Source: an optimization exercise on an open RTL-to-GDS flow (aim: a short achievable clock period and few clock cycles). Production flows keep margins and buffers that such runs may drop. Function was checked by simulation only, so behaviour that the tests miss may differ from the original. No activity file was given, so power comes from the tool's default toggle rates.

job 101:
Design computer, start of the top module:
module computer(
	output wire [7:0] port_out_00,
	output wire [7:0] port_out_01,
	output wire [7:0] port_out_02,
	output wire [7:0] port_out_03,
	output wire [7:0] port_out_04,
	output wire [7:0] port_out_05,
	output wire [7:0] port_out_06,
	output wire [7:0] port_out_07,
	output wire [7:0] port_out_08,
	output wire [7:0] port_out_09,
	output wire [7:0] port_out_10,
	output wire [7:0] port_out_11,
	output wire [7:0] port_out_12,
	output wire [7:0] port_out_13,
	output wire [7:0] port_out_14,
	output wire [7:0] port_out_15,
	input wire [7:0] port_in_00,
	input wire [7:0] port_in_01,
	input wire [7:0] port_in_02,
	input wire [7:0] port_in_03,
	input wire [7:0] port_in_04,
	input wire [7:0] port_in_05,
	input wire [7:0] port_in_06,
	input wire [7:0] port_in_07,
	input wire [7:0] port_in_08,
	input wire [7:0] port_in_09,
	input wire [7:0] port_in_10,
	input wire [7:0] port_in_11,
	input wire [7:0] port_in_12,
	input wire [7:0] port_in_13,
	input wire [7:0] port_in_14,
	input wire [7:0] port_in_15,
	output wire [6:0] rom_addr,
	input wire [7:0] rom_data,
	input wire clk, reset
	);
For scale: ~2000 flip-flops, about 270 I/O pins, roughly 90000 um2 of cells after synthesis.
clock: 8.0 ns
lec_check: 0
abc_clock_period_in_ps: 2500
cap_margin: 20
core_margin: 2
core_utilization: 35
place_density: 0.45
setup_slack_margin: 5
slew_margin: 20
run.sh (not shown) runs the stock make flow with config.mk's settings and CLKGATE_MAP_FILE= SYNTH_SCRIPT=/design/flow/synth_recipe.tcl, a recipe that flattens the netlist after the stock synthesis.
Although job 101 finished all stages, its layout failed final checks on slew limit.
Testbench counts of job 101, summed over its fixed seeds: cycles 44,847.
#### Input delta (job 102 over job 101)
- a deleted ABC_CLOCK_PERIOD_IN_PS that had been 2500
- a change of CAP_MARGIN from 20 to 40
- a change of SLEW_MARGIN from 20 to 40
==> comparison <==
Job 102 reached the end of the flow, and the finished layout is clean on the timing, DRC and antenna checks.
NOTE total internal power job 101->job 102 decreased slightly
The routed length on met3 reported for job 102 is smaller than that of job 101 by about 1.3%.
Final setup violation count came out exactly the same in job 102 and job 101.
As far as global-route usage is concerned, job 102 and job 101 perform about the same.
Multiplexer share of the synthesized area: job 101 vs job 102 identical
Setup changes, job 102 to job 103
- a change of PLACE_DENSITY from 0.45 to 0.5
- a change of CORE_UTILIZATION from 35 to 40
## What came out
Post-route minimum period: job 103 vs job 102 up 0.049 ns
Of job 103 and job 102, it is job 103 that has the higher headroom to the max-slew limit.
Compared with job 102, in job 103 global-route usage saw an increase, total chip power saw a decrease.
Compared with job 102, job 103 shows a post-placement cell count that is 3.2% lower.
Worst setup path startpoint: cpu_1.pco[13] -> job 103, cpu_1.pco[44] -> job 102
Between job 103 and job 102, the number of sequential cells figures differ only marginally.
Detailed placer's ending HPWL down 3.5% in job 103 wrt job 102
The stage delay of the slowest cell on the critical path on job 102 is in line with that on job 103.
Changes observed in job 103 relative to job 102: final critical-path setup slack fell by 0.049 ns; full die area fell by 12%; total length of routed met2 wires fell by 5.2%.

* * *

== R ==
computer, a different RTL version from the one above (not shown whole).
Size in the first run: roughly 2700 cells after synthesis, roughly 970 flip-flops, roughly 270 I/O pins, ~42000 sq um of cells after synthesis.
## computer
module computer(
	output wire [7:0] port_out_00,
	output wire [7:0] port_out_01,
	output wire [7:0] port_out_02,
	output wire [7:0] port_out_03,
	output wire [7:0] port_out_04,
	output wire [7:0] port_out_05,
	output wire [7:0] port_out_06,
	output wire [7:0] port_out_07,
	output wire [7:0] port_out_08,
	output wire [7:0] port_out_09,
	output wire [7:0] port_out_10,
	output wire [7:0] port_out_11,
	output wire [7:0] port_out_12,
	output wire [7:0] port_out_13,
	output wire [7:0] port_out_14,
	output wire [7:0] port_out_15,
	input wire [7:0] port_in_00,
	input wire [7:0] port_in_01,
	input wire [7:0] port_in_02,
	input wire [7:0] port_in_03,
	input wire [7:0] port_in_04,
	input wire [7:0] port_in_05,
	input wire [7:0] port_in_06,
	input wire [7:0] port_in_07,
	input wire [7:0] port_in_08,
	input wire [7:0] port_in_09,
	input wire [7:0] port_in_10,
	input wire [7:0] port_in_11,
	input wire [7:0] port_in_12,
	input wire [7:0] port_in_13,
	input wire [7:0] port_in_14,
	input wire [7:0] port_in_15,
	output wire [6:0] rom_addr,
	input wire [7:0] rom_data,
	input wire clk, reset
	);
	wire [7:0] address, to_memory, from_memory;
	wire write;
	wire [127:0] port_out, port_in;
	assign port_out_00 = port_out[7:0];
	assign port_out_01 = port_out[15:8];
	assign port_out_02 = port_out[23:16];
	assign port_out_03 = port_out[31:24];
	assign port_out_04 = port_out[39:32];
	assign port_out_05 = port_out[47:40];
	assign port_out_06 = port_out[55:48];
	assign port_out_07 = port_out[63:56];
	assign port_out_08 = port_out[71:64];
	assign port_out_09 = port_out[79:72];
	assign port_out_10 = port_out[87:80];
	assign port_out_11 = port_out[95:88];
	assign port_out_12 = port_out[103:96];
	assign port_out_13 = port_out[111:104];
	assign port_out_14 = port_out[119:112];
	assign port_out_15 = port_out[127:120];
	assign port_in = {port_in_15, port_in_14, port_in_13, port_in_12, port_in_11, port_in_10, port_in_09, port_in_08, port_in_07, port_in_06, port_in_05, port_in_04, port_in_03, port_in_02, port_in_01, port_in_00};
	cpu cpu_1(
		.rom_addr(rom_addr),
		.rom_data(rom_data),
		.mem_addr(address),
		.mem_wdata(to_memory),
		.mem_we(write),
		.mem_rdata(from_memory),
		.clk(clk),
		.reset(reset)
	);
	memory memory_1(
		.port_out(port_out),
		.data_out(from_memory),
		.port_in(port_in),
  ...
export LEC_CHECK = 0
export ABC_CLOCK_PERIOD_IN_PS = 2500
export CAP_MARGIN = 20
export CORE_MARGIN = 2
export CORE_UTILIZATION = 40
export SETUP_SLACK_MARGIN = 5
export SLEW_MARGIN = 20
create_clock -name core_clock -period 8.0 [get_ports {clk}]
Per the final summary, R finished and its layout is clean on timing, DRC and antenna.
Testbench counts of R, summed over its fixed seeds: cycles 60,028.
Input changes introduced in Q (baseline for comparison: R):
Settings: removing ABC_CLOCK_PERIOD_IN_PS (formerly 2500); removing SETUP_SLACK_MARGIN (formerly 5).
--- outcome ---
- Going from R to Q, sequential cell fraction of total power now sits higher; switching component of the power now sits lower.
- Changes observed in Q relative to R: sum of buffers and inverters on the critical path has decreased; buffer count excluding the clock tree in the final layout has decreased.
- The clock-buffer cell count of Q is higher than that of R.
- Part of the total power dissipated in combinational logic in Q is 4.6 points lower than in R
- The run with more routed wire is R, not Q.
- Of Q and R, it is Q that has the lower total power.

[static timing again, ports no longer ideal]
In the flow no input, the clock included, has a driving cell. The finished layouts below were timed again as built, in two steps. Step 1 (the two cells are an assumption about what drives the block):
set clk [get_ports {clk}]
set_driving_cell -lib_cell sky130_fd_sc_hd__clkbuf_16 $clk
set_driving_cell -lib_cell sky130_fd_sc_hd__buf_2 [delete_from_list [all_inputs] $clk]
Step 2 adds t to the input delays and takes it off the output delays; t is the mean of the earliest and latest rising clock arrival at the registers after step 1. Input paths then give back, and output paths get back, about the clock's delay inside the block. a / b / c = no drivers / after step 1 / after step 2; a / b = the first two.
| run | t, ns | setup WS [ns] | clock arrival spread, ns |
|---|---|---|---|
| job 101 | 1.006 | 4.679 / 4.679 / 3.995 | 0.129 / 0.129 |
| job 102 | 1.020 | 4.732 / 4.732 / 3.909 | 0.131 / 0.131 |
| job 103 | 0.988 | 4.684 / 4.684 / 3.942 | 0.137 / 0.137 |
| R | 0.737 | 4.795 / 4.795 / 4.177 | 0.031 / 0.032 |
| Q | 0.740 | 3.684 / 3.684 / 3.684 | 0.041 / 0.041 |
The setup slack of job 102, which loses most, moves by 0.000 ns with the drivers and by -0.823 ns with both steps.
